What follows belongs to an exercise in optimizing a design on an open flow for small area, a short achievable clock period and few clock cycles; a production flow would make more cautious choices.
For this run, only the layout was checked, not whether the RTL still works.
No activity file was given, so power comes from the tool's default toggle rates.

===== design/flow/config.mk =====
export PLATFORM = sky130hd
export DESIGN_NAME = source_64bit_mod3
export DESIGN_NICKNAME = source_64bit_mod3
export VERILOG_FILES = /design/flow/design.v
export SDC_FILE = /design/flow/constraint.sdc
export NUM_CORES = 4
export LEC_CHECK = 0
export CAP_MARGIN = 20
export CORE_AREA = 5 5 85 85
export CTS_BUF_LIST = sky130_fd_sc_hd__clkbuf_2
export DIE_AREA = 0 0 90 90
export SLEW_MARGIN = 20
export SYNTH_HIERARCHICAL = 1
export BUFFER_PORTS_ARGS = -buffer_cell sky130_fd_sc_hd__buf_1
export POST_FLOORPLAN_TCL = /design/flow/flow/downsize.tcl

===== design/flow/constraint.sdc =====
create_clock -name core_clock -period 4.5 [get_ports {clk}]
set_input_delay 0.9000 -clock core_clock [delete_from_list [all_inputs] [get_ports {clk}]]
set_output_delay 0.9000 -clock core_clock [all_outputs]
set_load 0.01 [all_outputs]

===== design/flow/design.v =====
module g_a211oi(input a1,a2,b1,c1, output y);
assign y = ~((a1 & a2) | b1 | c1);
endmodule
module g_a21oi(input a1,a2,b1, output y);
assign y = ~((a1 & a2) | b1);
endmodule
module g_nand2(input a,b, output y);
assign y = ~(a & b);
endmodule
module g_nand3(input a,b,c, output y);
assign y = ~(a & b & c);
endmodule
module g_nor2(input a,b, output y);
assign y = ~(a | b);
endmodule
module g_o21a(input a1,a2,b1, output y);
assign y = (a1 | a2) & b1;
endmodule
module g_o22ai(input a1,a2,b1,b2, output y);
assign y = ~((a1 | a2) & (b1 | b2));
endmodule
module source_64bit_mod3(s, f, x, e, clk);
output reg [1:0] s;
output reg f;
input wire [63:0] x;
input wire e;
input wire clk;
wire n1; g_nand2 u1 (.a(x[2]), .b(x[0]), .y(n1));
wire n2; g_nor2 u2 (.a(x[3]), .b(n1), .y(n2));
wire n3; g_nor2 u3 (.a(x[2]), .b(x[0]), .y(n3));
wire n4; g_a21oi u4 (.a1(x[3]), .a2(n3), .b1(n2), .y(n4));
wire n5; g_nand2 u5 (.a(x[1]), .b(n4), .y(n5));
wire n6; g_a211oi u6 (.a1(x[3]), .a2(n1), .b1(n2), .c1(n3), .y(n6));
wire n7; g_o22ai u7 (.a1(x[1]), .a2(n4), .b1(n5), .b2(n6), .y(n7));
wire n8; g_o21a u8 (.a1(x[1]), .a2(n6), .b1(n5), .y(n8));
wire n9; g_nand2 u9 (.a(x[6]), .b(x[4]), .y(n9));
wire n10; g_nor2 u10 (.a(x[7]), .b(n9), .y(n10));
wire n11; g_nor2 u11 (.a(x[6]), .b(x[4]), .y(n11));
wire n12; g_a21oi u12 (.a1(x[7]), .a2(n11), .b1(n10), .y(n12));
wire n13; g_nand2 u13 (.a(x[5]), .b(n12), .y(n13));
wire n14; g_a211oi u14 (.a1(x[7]), .a2(n9), .b1(n10), .c1(n11), .y(n14));
wire n15; g_o22ai u15 (.a1(x[5]), .a2(n12), .b1(n13), .b2(n14), .y(n15));
wire n16; g_o21a u16 (.a1(x[5]), .a2(n14), .b1(n13), .y(n16));
wire n17; g_nand2 u17 (.a(x[10]), .b(x[8]), .y(n17));
wire n18; g_nor2 u18 (.a(x[11]), .b(n17), .y(n18));
wire n19; g_nor2 u19 (.a(x[10]), .b(x[8]), .y(n19));
wire n20; g_a21oi u20 (.a1(x[11]), .a2(n19), .b1(n18), .y(n20));
wire n21; g_nand2 u21 (.a(x[9]), .b(n20), .y(n21));
wire n22; g_a211oi u22 (.a1(x[11]), .a2(n17), .b1(n18), .c1(n19), .y(n22));
wire n23; g_o22ai u23 (.a1(x[9]), .a2(n20), .b1(n21), .b2(n22), .y(n23));
wire n24; g_o21a u24 (.a1(x[9]), .a2(n22), .b1(n21), .y(n24));
wire n25; g_nand2 u25 (.a(x[14]), .b(x[12]), .y(n25));
wire n26; g_nor2 u26 (.a(x[15]), .b(n25), .y(n26));
wire n27; g_nor2 u27 (.a(x[14]), .b(x[12]), .y(n27));
wire n28; g_a21oi u28 (.a1(x[15]), .a2(n27), .b1(n26), .y(n28));
wire n29; g_nand2 u29 (.a(x[13]), .b(n28), .y(n29));
wire n30; g_a211oi u30 (.a1(x[15]), .a2(n25), .b1(n26), .c1(n27), .y(n30));
wire n31; g_o22ai u31 (.a1(x[13]), .a2(n28), .b1(n29), .b2(n30), .y(n31));
wire n32; g_o21a u32 (.a1(x[13]), .a2(n30), .b1(n29), .y(n32));
wire n33; g_nand2 u33 (.a(x[18]), .b(x[16]), .y(n33));
wire n34; g_nor2 u34 (.a(x[19]), .b(n33), .y(n34));
wire n35; g_nor2 u35 (.a(x[18]), .b(x[16]), .y(n35));
wire n36; g_a21oi u36 (.a1(x[19]), .a2(n35), .b1(n34), .y(n36));
wire n37; g_nand2 u37 (.a(x[17]), .b(n36), .y(n37));
wire n38; g_a211oi u38 (.a1(x[19]), .a2(n33), .b1(n34), .c1(n35), .y(n38));
wire n39; g_o22ai u39 (.a1(x[17]), .a2(n36), .b1(n37), .b2(n38), .y(n39));
wire n40; g_o21a u40 (.a1(x[17]), .a2(n38), .b1(n37), .y(n40));
wire n41; g_nand2 u41 (.a(x[22]), .b(x[20]), .y(n41));
wire n42; g_nor2 u42 (.a(x[23]), .b(n41), .y(n42));
wire n43; g_nor2 u43 (.a(x[22]), .b(x[20]), .y(n43));
wire n44; g_a21oi u44 (.a1(x[23]), .a2(n43), .b1(n42), .y(n44));
wire n45; g_nand2 u45 (.a(x[21]), .b(n44), .y(n45));
wire n46; g_a211oi u46 (.a1(x[23]), .a2(n41), .b1(n42), .c1(n43), .y(n46));
wire n47; g_o22ai u47 (.a1(x[21]), .a2(n44), .b1(n45), .b2(n46), .y(n47));
wire n48; g_o21a u48 (.a1(x[21]), .a2(n46), .b1(n45), .y(n48));
wire n49; g_nand2 u49 (.a(x[26]), .b(x[24]), .y(n49));
wire n50; g_nor2 u50 (.a(x[27]), .b(n49), .y(n50));
wire n51; g_nor2 u51 (.a(x[26]), .b(x[24]), .y(n51));
wire n52; g_a21oi u52 (.a1(x[27]), .a2(n51), .b1(n50), .y(n52));
wire n53; g_nand2 u53 (.a(x[25]), .b(n52), .y(n53));
wire n54; g_a211oi u54 (.a1(x[27]), .a2(n49), .b1(n50), .c1(n51), .y(n54));
wire n55; g_o22ai u55 (.a1(x[25]), .a2(n52), .b1(n53), .b2(n54), .y(n55));
wire n56; g_o21a u56 (.a1(x[25]), .a2(n54), .b1(n53), .y(n56));
wire n57; g_nand2 u57 (.a(x[30]), .b(x[28]), .y(n57));
wire n58; g_nor2 u58 (.a(x[31]), .b(n57), .y(n58));
wire n59; g_nor2 u59 (.a(x[30]), .b(x[28]), .y(n59));
wire n60; g_a21oi u60 (.a1(x[31]), .a2(n59), .b1(n58), .y(n60));
wire n61; g_nand2 u61 (.a(x[29]), .b(n60), .y(n61));
wire n62; g_a211oi u62 (.a1(x[31]), .a2(n57), .b1(n58), .c1(n59), .y(n62));
wire n63; g_o22ai u63 (.a1(x[29]), .a2(n60), .b1(n61), .b2(n62), .y(n63));
wire n64; g_o21a u64 (.a1(x[29]), .a2(n62), .b1(n61), .y(n64));
wire n65; g_nand2 u65 (.a(x[34]), .b(x[32]), .y(n65));
wire n66; g_nor2 u66 (.a(x[35]), .b(n65), .y(n66));
wire n67; g_nor2 u67 (.a(x[34]), .b(x[32]), .y(n67));
wire n68; g_a21oi u68 (.a1(x[35]), .a2(n67), .b1(n66), .y(n68));
wire n69; g_nand2 u69 (.a(x[33]), .b(n68), .y(n69));
wire n70; g_a211oi u70 (.a1(x[35]), .a2(n65), .b1(n66), .c1(n67), .y(n70));
wire n71; g_o22ai u71 (.a1(x[33]), .a2(n68), .b1(n69), .b2(n70), .y(n71));
wire n72; g_o21a u72 (.a1(x[33]), .a2(n70), .b1(n69), .y(n72));
wire n73; g_nand2 u73 (.a(x[38]), .b(x[36]), .y(n73));
wire n74; g_nor2 u74 (.a(x[39]), .b(n73), .y(n74));
wire n75; g_nor2 u75 (.a(x[38]), .b(x[36]), .y(n75));
wire n76; g_a21oi u76 (.a1(x[39]), .a2(n75), .b1(n74), .y(n76));
wire n77; g_nand2 u77 (.a(x[37]), .b(n76), .y(n77));
wire n78; g_a211oi u78 (.a1(x[39]), .a2(n73), .b1(n74), .c1(n75), .y(n78));
wire n79; g_o22ai u79 (.a1(x[37]), .a2(n76), .b1(n77), .b2(n78), .y(n79));
wire n80; g_o21a u80 (.a1(x[37]), .a2(n78), .b1(n77), .y(n80));
wire n81; g_nand2 u81 (.a(x[42]), .b(x[40]), .y(n81));
wire n82; g_nor2 u82 (.a(x[43]), .b(n81), .y(n82));
wire n83; g_nor2 u83 (.a(x[42]), .b(x[40]), .y(n83));
wire n84; g_a21oi u84 (.a1(x[43]), .a2(n83), .b1(n82), .y(n84));
wire n85; g_nand2 u85 (.a(x[41]), .b(n84), .y(n85));
wire n86; g_a211oi u86 (.a1(x[43]), .a2(n81), .b1(n82), .c1(n83), .y(n86));
wire n87; g_o22ai u87 (.a1(x[41]), .a2(n84), .b1(n85), .b2(n86), .y(n87));
wire n88; g_o21a u88 (.a1(x[41]), .a2(n86), .b1(n85), .y(n88));
wire n89; g_nand2 u89 (.a(x[46]), .b(x[44]), .y(n89));
wire n90; g_nor2 u90 (.a(x[47]), .b(n89), .y(n90));
wire n91; g_nor2 u91 (.a(x[46]), .b(x[44]), .y(n91));
wire n92; g_a21oi u92 (.a1(x[47]), .a2(n91), .b1(n90), .y(n92));
wire n93; g_nand2 u93 (.a(x[45]), .b(n92), .y(n93));
wire n94; g_a211oi u94 (.a1(x[47]), .a2(n89), .b1(n90), .c1(n91), .y(n94));
wire n95; g_o22ai u95 (.a1(x[45]), .a2(n92), .b1(n93), .b2(n94), .y(n95));
wire n96; g_o21a u96 (.a1(x[45]), .a2(n94), .b1(n93), .y(n96));
wire n97; g_nand2 u97 (.a(x[50]), .b(x[48]), .y(n97));
wire n98; g_nor2 u98 (.a(x[51]), .b(n97), .y(n98));
wire n99; g_nor2 u99 (.a(x[50]), .b(x[48]), .y(n99));
wire n100; g_a21oi u100 (.a1(x[51]), .a2(n99), .b1(n98), .y(n100));
wire n101; g_nand2 u101 (.a(x[49]), .b(n100), .y(n101));
wire n102; g_a211oi u102 (.a1(x[51]), .a2(n97), .b1(n98), .c1(n99), .y(n102));
wire n103; g_o22ai u103 (.a1(x[49]), .a2(n100), .b1(n101), .b2(n102), .y(n103));
wire n104; g_o21a u104 (.a1(x[49]), .a2(n102), .b1(n101), .y(n104));
wire n105; g_nand2 u105 (.a(x[54]), .b(x[52]), .y(n105));
wire n106; g_nor2 u106 (.a(x[55]), .b(n105), .y(n106));
wire n107; g_nor2 u107 (.a(x[54]), .b(x[52]), .y(n107));
wire n108; g_a21oi u108 (.a1(x[55]), .a2(n107), .b1(n106), .y(n108));
wire n109; g_nand2 u109 (.a(x[53]), .b(n108), .y(n109));
wire n110; g_a211oi u110 (.a1(x[55]), .a2(n105), .b1(n106), .c1(n107), .y(n110));
wire n111; g_o22ai u111 (.a1(x[53]), .a2(n108), .b1(n109), .b2(n110), .y(n111));
wire n112; g_o21a u112 (.a1(x[53]), .a2(n110), .b1(n109), .y(n112));
wire n113; g_nand2 u113 (.a(x[58]), .b(x[56]), .y(n113));
wire n114; g_nor2 u114 (.a(x[59]), .b(n113), .y(n114));
wire n115; g_nor2 u115 (.a(x[58]), .b(x[56]), .y(n115));
wire n116; g_a21oi u116 (.a1(x[59]), .a2(n115), .b1(n114), .y(n116));
wire n117; g_nand2 u117 (.a(x[57]), .b(n116), .y(n117));
wire n118; g_a211oi u118 (.a1(x[59]), .a2(n113), .b1(n114), .c1(n115), .y(n118));
wire n119; g_o22ai u119 (.a1(x[57]), .a2(n116), .b1(n117), .b2(n118), .y(n119));
wire n120; g_o21a u120 (.a1(x[57]), .a2(n118), .b1(n117), .y(n120));
wire n121; g_nand2 u121 (.a(x[62]), .b(x[60]), .y(n121));
wire n122; g_nor2 u122 (.a(x[63]), .b(n121), .y(n122));
wire n123; g_nor2 u123 (.a(x[62]), .b(x[60]), .y(n123));
wire n124; g_a21oi u124 (.a1(x[63]), .a2(n123), .b1(n122), .y(n124));
wire n125; g_nand2 u125 (.a(x[61]), .b(n124), .y(n125));
wire n126; g_a211oi u126 (.a1(x[63]), .a2(n121), .b1(n122), .c1(n123), .y(n126));
wire n127; g_o22ai u127 (.a1(x[61]), .a2(n124), .b1(n125), .b2(n126), .y(n127));
wire n128; g_o21a u128 (.a1(x[61]), .a2(n126), .b1(n125), .y(n128));
wire n129; g_nor2 u129 (.a(n7), .b(n8), .y(n129));
wire n130; g_nor2 u130 (.a(n15), .b(n16), .y(n130));
wire n131; g_nand2 u131 (.a(n129), .b(n130), .y(n131));
wire n132; g_nand2 u132 (.a(n8), .b(n15), .y(n132));
wire n133; g_nand2 u133 (.a(n7), .b(n16), .y(n133));
wire n134; g_nand3 u134 (.a(n131), .b(n132), .c(n133), .y(n134));
wire n135; g_nand2 u135 (.a(n129), .b(n16), .y(n135));
wire n136; g_nand2 u136 (.a(n8), .b(n130), .y(n136));
wire n137; g_nand2 u137 (.a(n7), .b(n15), .y(n137));
wire n138; g_nand3 u138 (.a(n135), .b(n136), .c(n137), .y(n138));
wire n139; g_nand2 u139 (.a(n129), .b(n15), .y(n139));
wire n140; g_nand2 u140 (.a(n8), .b(n16), .y(n140));
wire n141; g_nand2 u141 (.a(n7), .b(n130), .y(n141));
wire n142; g_nand3 u142 (.a(n139), .b(n140), .c(n141), .y(n142));
wire n143; g_nor2 u143 (.a(n23), .b(n24), .y(n143));
wire n144; g_nor2 u144 (.a(n31), .b(n32), .y(n144));
wire n145; g_nand2 u145 (.a(n143), .b(n144), .y(n145));
wire n146; g_nand2 u146 (.a(n24), .b(n31), .y(n146));
wire n147; g_nand2 u147 (.a(n23), .b(n32), .y(n147));
wire n148; g_nand3 u148 (.a(n145), .b(n146), .c(n147), .y(n148));
wire n149; g_nand2 u149 (.a(n143), .b(n32), .y(n149));
wire n150; g_nand2 u150 (.a(n24), .b(n144), .y(n150));
wire n151; g_nand2 u151 (.a(n23), .b(n31), .y(n151));
wire n152; g_nand3 u152 (.a(n149), .b(n150), .c(n151), .y(n152));
wire n153; g_nand2 u153 (.a(n143), .b(n31), .y(n153));
wire n154; g_nand2 u154 (.a(n24), .b(n32), .y(n154));
wire n155; g_nand2 u155 (.a(n23), .b(n144), .y(n155));
wire n156; g_nand3 u156 (.a(n153), .b(n154), .c(n155), .y(n156));
wire n157; g_nor2 u157 (.a(n39), .b(n40), .y(n157));
wire n158; g_nor2 u158 (.a(n47), .b(n48), .y(n158));
wire n159; g_nand2 u159 (.a(n157), .b(n158), .y(n159));
wire n160; g_nand2 u160 (.a(n40), .b(n47), .y(n160));
wire n161; g_nand2 u161 (.a(n39), .b(n48), .y(n161));
wire n162; g_nand3 u162 (.a(n159), .b(n160), .c(n161), .y(n162));
wire n163; g_nand2 u163 (.a(n157), .b(n48), .y(n163));
wire n164; g_nand2 u164 (.a(n40), .b(n158), .y(n164));
wire n165; g_nand2 u165 (.a(n39), .b(n47), .y(n165));
wire n166; g_nand3 u166 (.a(n163), .b(n164), .c(n165), .y(n166));
wire n167; g_nand2 u167 (.a(n157), .b(n47), .y(n167));
wire n168; g_nand2 u168 (.a(n40), .b(n48), .y(n168));
wire n169; g_nand2 u169 (.a(n39), .b(n158), .y(n169));
wire n170; g_nand3 u170 (.a(n167), .b(n168), .c(n169), .y(n170));
wire n171; g_nor2 u171 (.a(n55), .b(n56), .y(n171));
wire n172; g_nor2 u172 (.a(n63), .b(n64), .y(n172));
wire n173; g_nand2 u173 (.a(n171), .b(n172), .y(n173));
wire n174; g_nand2 u174 (.a(n56), .b(n63), .y(n174));
wire n175; g_nand2 u175 (.a(n55), .b(n64), .y(n175));
wire n176; g_nand3 u176 (.a(n173), .b(n174), .c(n175), .y(n176));
wire n177; g_nand2 u177 (.a(n171), .b(n64), .y(n177));
wire n178; g_nand2 u178 (.a(n56), .b(n172), .y(n178));
wire n179; g_nand2 u179 (.a(n55), .b(n63), .y(n179));
wire n180; g_nand3 u180 (.a(n177), .b(n178), .c(n179), .y(n180));
wire n181; g_nand2 u181 (.a(n171), .b(n63), .y(n181));
wire n182; g_nand2 u182 (.a(n56), .b(n64), .y(n182));
wire n183; g_nand2 u183 (.a(n55), .b(n172), .y(n183));
wire n184; g_nand3 u184 (.a(n181), .b(n182), .c(n183), .y(n184));
wire n185; g_nor2 u185 (.a(n71), .b(n72), .y(n185));
wire n186; g_nor2 u186 (.a(n79), .b(n80), .y(n186));
wire n187; g_nand2 u187 (.a(n185), .b(n186), .y(n187));
wire n188; g_nand2 u188 (.a(n72), .b(n79), .y(n188));
wire n189; g_nand2 u189 (.a(n71), .b(n80), .y(n189));
wire n190; g_nand3 u190 (.a(n187), .b(n188), .c(n189), .y(n190));
wire n191; g_nand2 u191 (.a(n185), .b(n80), .y(n191));
wire n192; g_nand2 u192 (.a(n72), .b(n186), .y(n192));
wire n193; g_nand2 u193 (.a(n71), .b(n79), .y(n193));
wire n194; g_nand3 u194 (.a(n191), .b(n192), .c(n193), .y(n194));
wire n195; g_nand2 u195 (.a(n185), .b(n79), .y(n195));
wire n196; g_nand2 u196 (.a(n72), .b(n80), .y(n196));
wire n197; g_nand2 u197 (.a(n71), .b(n186), .y(n197));
wire n198; g_nand3 u198 (.a(n195), .b(n196), .c(n197), .y(n198));
wire n199; g_nor2 u199 (.a(n87), .b(n88), .y(n199));
wire n200; g_nor2 u200 (.a(n95), .b(n96), .y(n200));
wire n201; g_nand2 u201 (.a(n199), .b(n200), .y(n201));
wire n202; g_nand2 u202 (.a(n88), .b(n95), .y(n202));
wire n203; g_nand2 u203 (.a(n87), .b(n96), .y(n203));
wire n204; g_nand3 u204 (.a(n201), .b(n202), .c(n203), .y(n204));
wire n205; g_nand2 u205 (.a(n199), .b(n96), .y(n205));
wire n206; g_nand2 u206 (.a(n88), .b(n200), .y(n206));
wire n207; g_nand2 u207 (.a(n87), .b(n95), .y(n207));
wire n208; g_nand3 u208 (.a(n205), .b(n206), .c(n207), .y(n208));
wire n209; g_nand2 u209 (.a(n199), .b(n95), .y(n209));
wire n210; g_nand2 u210 (.a(n88), .b(n96), .y(n210));
wire n211; g_nand2 u211 (.a(n87), .b(n200), .y(n211));
wire n212; g_nand3 u212 (.a(n209), .b(n210), .c(n211), .y(n212));
wire n213; g_nor2 u213 (.a(n103), .b(n104), .y(n213));
wire n214; g_nor2 u214 (.a(n111), .b(n112), .y(n214));
wire n215; g_nand2 u215 (.a(n213), .b(n214), .y(n215));
wire n216; g_nand2 u216 (.a(n104), .b(n111), .y(n216));
wire n217; g_nand2 u217 (.a(n103), .b(n112), .y(n217));
wire n218; g_nand3 u218 (.a(n215), .b(n216), .c(n217), .y(n218));
wire n219; g_nand2 u219 (.a(n213), .b(n112), .y(n219));
wire n220; g_nand2 u220 (.a(n104), .b(n214), .y(n220));
wire n221; g_nand2 u221 (.a(n103), .b(n111), .y(n221));
wire n222; g_nand3 u222 (.a(n219), .b(n220), .c(n221), .y(n222));
wire n223; g_nand2 u223 (.a(n213), .b(n111), .y(n223));
wire n224; g_nand2 u224 (.a(n104), .b(n112), .y(n224));
wire n225; g_nand2 u225 (.a(n103), .b(n214), .y(n225));
wire n226; g_nand3 u226 (.a(n223), .b(n224), .c(n225), .y(n226));
wire n227; g_nor2 u227 (.a(n119), .b(n120), .y(n227));
wire n228; g_nor2 u228 (.a(n127), .b(n128), .y(n228));
wire n229; g_nand2 u229 (.a(n227), .b(n228), .y(n229));
wire n230; g_nand2 u230 (.a(n120), .b(n127), .y(n230));
wire n231; g_nand2 u231 (.a(n119), .b(n128), .y(n231));
wire n232; g_nand3 u232 (.a(n229), .b(n230), .c(n231), .y(n232));
wire n233; g_nand2 u233 (.a(n227), .b(n128), .y(n233));
wire n234; g_nand2 u234 (.a(n120), .b(n228), .y(n234));
wire n235; g_nand2 u235 (.a(n119), .b(n127), .y(n235));
wire n236; g_nand3 u236 (.a(n233), .b(n234), .c(n235), .y(n236));
wire n237; g_nand2 u237 (.a(n227), .b(n127), .y(n237));
wire n238; g_nand2 u238 (.a(n120), .b(n128), .y(n238));
wire n239; g_nand2 u239 (.a(n119), .b(n228), .y(n239));
wire n240; g_nand3 u240 (.a(n237), .b(n238), .c(n239), .y(n240));
wire n241; g_nand2 u241 (.a(n134), .b(n148), .y(n241));
wire n242; g_nand2 u242 (.a(n138), .b(n156), .y(n242));
wire n243; g_nand2 u243 (.a(n142), .b(n152), .y(n243));
wire n244; g_nand3 u244 (.a(n241), .b(n242), .c(n243), .y(n244));
wire n245; g_nand2 u245 (.a(n134), .b(n152), .y(n245));
wire n246; g_nand2 u246 (.a(n138), .b(n148), .y(n246));
wire n247; g_nand2 u247 (.a(n142), .b(n156), .y(n247));
wire n248; g_nand3 u248 (.a(n245), .b(n246), .c(n247), .y(n248));
wire n249; g_nand2 u249 (.a(n134), .b(n156), .y(n249));
wire n250; g_nand2 u250 (.a(n138), .b(n152), .y(n250));
wire n251; g_nand2 u251 (.a(n142), .b(n148), .y(n251));
wire n252; g_nand3 u252 (.a(n249), .b(n250), .c(n251), .y(n252));
wire n253; g_nand2 u253 (.a(n162), .b(n176), .y(n253));
wire n254; g_nand2 u254 (.a(n166), .b(n184), .y(n254));
wire n255; g_nand2 u255 (.a(n170), .b(n180), .y(n255));
wire n256; g_nand3 u256 (.a(n253), .b(n254), .c(n255), .y(n256));
wire n257; g_nand2 u257 (.a(n162), .b(n180), .y(n257));
wire n258; g_nand2 u258 (.a(n166), .b(n176), .y(n258));
wire n259; g_nand2 u259 (.a(n170), .b(n184), .y(n259));
wire n260; g_nand3 u260 (.a(n257), .b(n258), .c(n259), .y(n260));
wire n261; g_nand2 u261 (.a(n162), .b(n184), .y(n261));
wire n262; g_nand2 u262 (.a(n166), .b(n180), .y(n262));
wire n263; g_nand2 u263 (.a(n170), .b(n176), .y(n263));
wire n264; g_nand3 u264 (.a(n261), .b(n262), .c(n263), .y(n264));
wire n265; g_nand2 u265 (.a(n190), .b(n204), .y(n265));
wire n266; g_nand2 u266 (.a(n194), .b(n212), .y(n266));
wire n267; g_nand2 u267 (.a(n198), .b(n208), .y(n267));
wire n268; g_nand3 u268 (.a(n265), .b(n266), .c(n267), .y(n268));
wire n269; g_nand2 u269 (.a(n190), .b(n208), .y(n269));
wire n270; g_nand2 u270 (.a(n194), .b(n204), .y(n270));
wire n271; g_nand2 u271 (.a(n198), .b(n212), .y(n271));
wire n272; g_nand3 u272 (.a(n269), .b(n270), .c(n271), .y(n272));
wire n273; g_nand2 u273 (.a(n190), .b(n212), .y(n273));
wire n274; g_nand2 u274 (.a(n194), .b(n208), .y(n274));
wire n275; g_nand2 u275 (.a(n198), .b(n204), .y(n275));
wire n276; g_nand3 u276 (.a(n273), .b(n274), .c(n275), .y(n276));
wire n277; g_nand2 u277 (.a(n218), .b(n232), .y(n277));
wire n278; g_nand2 u278 (.a(n222), .b(n240), .y(n278));
wire n279; g_nand2 u279 (.a(n226), .b(n236), .y(n279));
wire n280; g_nand3 u280 (.a(n277), .b(n278), .c(n279), .y(n280));
wire n281; g_nand2 u281 (.a(n218), .b(n236), .y(n281));
wire n282; g_nand2 u282 (.a(n222), .b(n232), .y(n282));
wire n283; g_nand2 u283 (.a(n226), .b(n240), .y(n283));
wire n284; g_nand3 u284 (.a(n281), .b(n282), .c(n283), .y(n284));
wire n285; g_nand2 u285 (.a(n218), .b(n240), .y(n285));
wire n286; g_nand2 u286 (.a(n222), .b(n236), .y(n286));
wire n287; g_nand2 u287 (.a(n226), .b(n232), .y(n287));
wire n288; g_nand3 u288 (.a(n285), .b(n286), .c(n287), .y(n288));
wire n289; g_nand2 u289 (.a(n244), .b(n256), .y(n289));
wire n290; g_nand2 u290 (.a(n248), .b(n264), .y(n290));
wire n291; g_nand2 u291 (.a(n252), .b(n260), .y(n291));
wire n292; g_nand3 u292 (.a(n289), .b(n290), .c(n291), .y(n292));
wire n293; g_nand2 u293 (.a(n244), .b(n260), .y(n293));
wire n294; g_nand2 u294 (.a(n248), .b(n256), .y(n294));
wire n295; g_nand2 u295 (.a(n252), .b(n264), .y(n295));
wire n296; g_nand3 u296 (.a(n293), .b(n294), .c(n295), .y(n296));
wire n297; g_nand2 u297 (.a(n244), .b(n264), .y(n297));
wire n298; g_nand2 u298 (.a(n248), .b(n260), .y(n298));
wire n299; g_nand2 u299 (.a(n252), .b(n256), .y(n299));
wire n300; g_nand3 u300 (.a(n297), .b(n298), .c(n299), .y(n300));
wire n301; g_nand2 u301 (.a(n268), .b(n280), .y(n301));
wire n302; g_nand2 u302 (.a(n272), .b(n288), .y(n302));
wire n303; g_nand2 u303 (.a(n276), .b(n284), .y(n303));
wire n304; g_nand3 u304 (.a(n301), .b(n302), .c(n303), .y(n304));
wire n305; g_nand2 u305 (.a(n268), .b(n284), .y(n305));
wire n306; g_nand2 u306 (.a(n272), .b(n280), .y(n306));
wire n307; g_nand2 u307 (.a(n276), .b(n288), .y(n307));
wire n308; g_nand3 u308 (.a(n305), .b(n306), .c(n307), .y(n308));
wire n309; g_nand2 u309 (.a(n268), .b(n288), .y(n309));
wire n310; g_nand2 u310 (.a(n272), .b(n284), .y(n310));
wire n311; g_nand2 u311 (.a(n276), .b(n280), .y(n311));
wire n312; g_nand3 u312 (.a(n309), .b(n310), .c(n311), .y(n312));
wire n313; g_nand2 u313 (.a(n292), .b(n308), .y(n313));
wire n314; g_nand2 u314 (.a(n296), .b(n304), .y(n314));
wire n315; g_nand2 u315 (.a(n300), .b(n312), .y(n315));
wire n316; g_nand3 u316 (.a(n313), .b(n314), .c(n315), .y(n316));
wire n317; g_nand2 u317 (.a(n292), .b(n312), .y(n317));
wire n318; g_nand2 u318 (.a(n296), .b(n308), .y(n318));
wire n319; g_nand2 u319 (.a(n300), .b(n304), .y(n319));
wire n320; g_nand3 u320 (.a(n317), .b(n318), .c(n319), .y(n320));
always @(posedge clk) begin
  f <= e;
  s <= {n320, n316};
end
endmodule

===== design/flow/flow/run.sh =====
#!/bin/bash
HERE=$(pwd)
cat >> config.mk <<EOC
export BUFFER_PORTS_ARGS = -buffer_cell sky130_fd_sc_hd__buf_1
export POST_FLOORPLAN_TCL = $HERE/flow/downsize.tcl
EOC
bash standard.sh > standard.log 2>&1

===== design/flow/flow/downsize.tcl =====
# After floorplan: put every logic gate that synthesis upsized back to its _1 size.
# Timing repair later in the flow still upsizes whatever it needs to.
set db [ord::get_db]
set block [[$db getChip] getBlock]
set n 0
foreach inst [$block getInsts] {
  set name [[$inst getMaster] getName]
  if {[regexp {^(sky130_fd_sc_hd__(a21oi|a211oi|a22oi|o21ai|o22ai|o21a|nand2|nand3|nor2|nor3|xor2|xnor2))_[248]$} $name -> base]} {
    set new [$db findMaster ${base}_1]
    if {$new ne "NULL" && $new ne ""} {
      $inst swapMaster $new
      incr n
    }
  }
}
puts "downsize.tcl: resized $n instances to drive strength 1"

===== design/flow/standard.sh =====
#!/bin/bash
# synth_recipe.tcl (not shown) runs the flow's synth.tcl, then flattens the netlist and writes it again
# the make line also repeats each setting of config.mk as NAME=value (left out here)
make -C /OpenROAD-flow-scripts/flow DESIGN_CONFIG=/design/flow/config.mk WORK_HOME=/design/flow/orfs CLKGATE_MAP_FILE= SYNTH_SCRIPT=/design/flow/synth_recipe.tcl "${@:-finish}"

==> notes.md <==
## metrics by stage
stage | hold WS, ns | util (%)
after floorplan | 0.9277 | -
after global placement | 0.9917 | 29.44
after detailed placement | 0.9948 | 29.44
after CTS | 0.7847 | 29.76
after global routing | 0.7927 | 29.76
final | 0.7988 | 29.76
## Yosys stat by module, one instance, submodules excluded
module	times used	cells inside	cell area, um2	flops+latches
g_nand3	44	1	5.005	0
g_nand2	164	1	3.754	0
source_64bit_mod3	1	3	60.06	3
g_a211oi	16	1	12.51	0
g_o22ai	16	1	6.256	0
g_a21oi	16	1	8.758	0
g_nor2	48	1	3.754	0
g_o21a	16	1	7.507	0
## logic make-up (layout without fill, tap and decap cells)
logic type	after synthesis	count (layout)
buf+inv	0	72
simple gates	256	256
flops	3	3
compound gates	64	64
## where the power goes
| part | internal [mW] | total (mW) | switching, mW | leakage, nW |
|---|---|---|---|---|
| logic | 0.114 | 0.317 | 0.203 | 0.717 |
| registers | 0.0362 | 0.0385 | 0.00228 | 0.0252 |
| clock network | 0.0234 | 0.0355 | 0.0121 | 0.0166 |
## cell usage after synthesis
library cell  instances  area share, %
a211oi_2             16             12
a21oi_2              16            8.6
o21a_1               16            7.3
o22ai_1              16            6.1
nand2_1             164             38
nor2_1               48             11
dfxtp_1               3            3.7
nand3_1              44             13
## cell usage in the layout, fill, tap and decap left out
cell / netlist / routed
dfxtp_1: 3 / 3
clkbuf_2: 0 / 4
nand2_1: 164 / 164
buf_1: 0 / 68
o21a_1: 16 / 16
o22ai_1: 16 / 16
nand3_1: 44 / 44
nor2_1: 48 / 48
a211oi_1: 0 / 16
a21oi_1: 0 / 16
## path summary, 6_finish.rpt
check / start / end / slack (ns) / cells past startpoint
worst max-delay path: x[50] / s[0] / 2.05 / 15
worst min-delay path: e / f / 0.80 / 1
## layout make-up
type / count / area [um2] / area share [%]
clock buffers: 4 / 20.02 / 1.072
multi-input cells: 320 / 1436 / 76.89
well taps: 77 / 96.34 / 5.157
repair buffers: 68 / 255.2 / 13.66
flip-flops and latches: 3 / 60.06 / 3.215
## per-layer routing
layer	GRT usage (%)	routed length [um]	vias to the layer above
li1	-	-	1268
met1	11.09	1856	990
met2	17.80	2111	53
met3	1.419	219	2
met4	2.481	14	0
met5	0	0	-
## registers in the layout, summed over array words and instances (netlist names)
signal and cells:
s 2, f 1
==> impl_summary.txt <==
----------------------------------------------------
[Job]
  Max capacitance violation total ... 0

[Logic synthesis]
  Post-Synthesis Cell Area ... 1637 um2
  Synth Net Count ... a little under 400
  Dominant combinational cell family by area after synthesis ... simple AND/OR/NAND/NOR gates
  Register bit total from synthesis ... 3
  Unique masters post-synth ... 8
  XOR/XNOR Fraction of Synth Area ... 0%
  Mean area per synthesized cell ... 5.067 um2
  Complex-gate fraction of the synthesized area ... 34.25%
  Yosys warns ... 7
  Mux share of post-synthesis cell area ... 0%
  Simple-Gate Fraction of Synth Area ... about 62%
  Share of the yosys chip area belonging to registers ... approximately 3.7%
  Adder-Cell Fraction of Synth Area ... 0%
  Synthesized instance count ... 323

[Run status]
  Result of the run ... timing/DRC/antenna clean

[STA]
  Hold Violations, Final ... 0
  Final number of setup-violating endpoints ... 0
  Minimum period implied by the final worst setup slack ... about 2.4 ns
  Final TNS setup ... 0 ns
  Share of the cycle needed by the critical path after routing ... between 50 and 60%
  Slew @ Worst Pin ... around 0.36 ns
  Slew headroom ... 75.72%
  Setup repair after global routing missed its margin ... false
  Slew Viols, Final ... 0
  Upper clock frequency limit ... 408.9 MHz
  Worst Setup Slack, final ... a little over 2 ns

[Clock tree]
  Htree depth ... 1
  Worst-case clock buffer depth ... 2
  Number of buffers inserted for hold repair after clock tree synthesis ... 0
  Post-cts sizing count ... 0
  Clock sink count ... 3
  Clock-pin slew reported for the worst setup and hold paths after clock tree synthesis ... about 0.040 ns
  Root Buffer ... clkbuf_2
  Post-CTS setup buffer count ... 0
  CTS tree ... built
  CTS Buf Count ... 3

[Place]
  DP HPWL ... ~3700 um
  Worst slack after detailed placement ... between 1.5 and 2 ns
  Placed cell area ... around 1800 um2
  Count of placed standard cells including taps ... ~470
  Port Buf Inserts ... slightly below 70
  Gpl congestion ... 0.6794

[Finish]
  Net count reported at finish ... 462
  Number of standard cells in the final layout excluding fillers ... between 400 and 500
  Share of final-layout standard cells stronger than drive strength 1 ... 1.013%
  Growth of design area from synthesis to finish ... 14.14%
  Filler cell count in the final layout ... roughly 710
  Number of diodes ... 0
  Final instance area ... between 1500 and 2000 um2

[Floorplan]
  # rows ... 29
  Core ar. ... around 6300 um2
  Overall die height ... about 90 um
  Starting utilization of the core area ... between 20% and 30%
  Die W ... about 90 um
  Number of top-level pins ... 69
  Total die area ... 8100 um2

[Global routing]
  Tot GR Track Use ... about a tenth
  Vias in the first global route ... ~1900
  First-pass GRT wire length ... around 7100 um
  Remaining Overflow, GRT ... 0
  Largest net degree at the start of global routing ... 5
  Initial antenna violation count ... 0

[Routing]
  Initial DRC Count ... ~80
  Aggregate routed wire length ... 4202 um
  First-pass iteration count of the detailed router ... 4
  Antenna Violating Nets Remaining ... 0
  Routed WL per cell ... between 8 and 9 um
  Via count ... ~2300
  DRC errors left ... 0
  Vias/cell ... between 4 and 5

[Critical path]
  Critical Path Start Type ... primary input
  Crit path DAT ... 2.52 ns
  Data required time of the critical path ... 4.58 ns
  Largest fanout on the critical path ... 4
  Crit. End Element ... flip-flop
  Slowest Stage Delay on Critical Path ... ~0.26 ns
  Crit-path cells ... buf_1 -> nand2_1 -> nor2_1 -> a21oi_1 -> nand2_1 -> o22ai_1 -> nor2_1 -> nand2_1 -> nand3_1 -> nand2_1 -> nand3_1 -> nand2_1 -> nand3_1 -> nand2_1 -> nand3_1
  Top delay family on crit path ... simple AND/OR/NAND/NOR gates
  Path type of the worst setup path ... primary input to flip-flop
  Slowest cell on crit path ... o22ai_1
  Count of buffer and inverter cells on the critical path ... 1
  Critical path's most frequent cell ... nand2_1

[Power and ir drop]
  Power Total ... slightly below 0.4 mW
  Power density over the cells ... between 200 and 250 nW/um2
  Maximum vdd drop ... roughly 0.06 mV
  Cell leakage power ... 0.7587 nW

[Hold path]
  Class of the tightest hold or removal check ... primary input to flip-flop

----------------------------------------------------

-- what the ideal ports hide --
The results above use ideal ports. As a check the final layout listed here was re-extracted and re-timed, cells and wires unchanged.
Step 1 sets driving cells, clkbuf_16 on the clock port and buf_2 on the other inputs (assumed; they add their load-dependent delay and slew).
Step 2 times the ports against the registers' clock, not the clock port: input delays grow and output delays shrink by t, the midpoint of the rising clock arrivals with the driver on.
Three values: no drivers, after step 1, after step 2; two values: the first two.
t, ns: 0.208
setup slack, ns: 2.054 / 2.045 / 1.837
worst register clock-pin slew, ns: 0.04 / 0.04
After both steps this run still meets setup and hold. For this run, drivers alone change the setup slack by -0.009 ns; drivers and shift together by -0.217 ns.
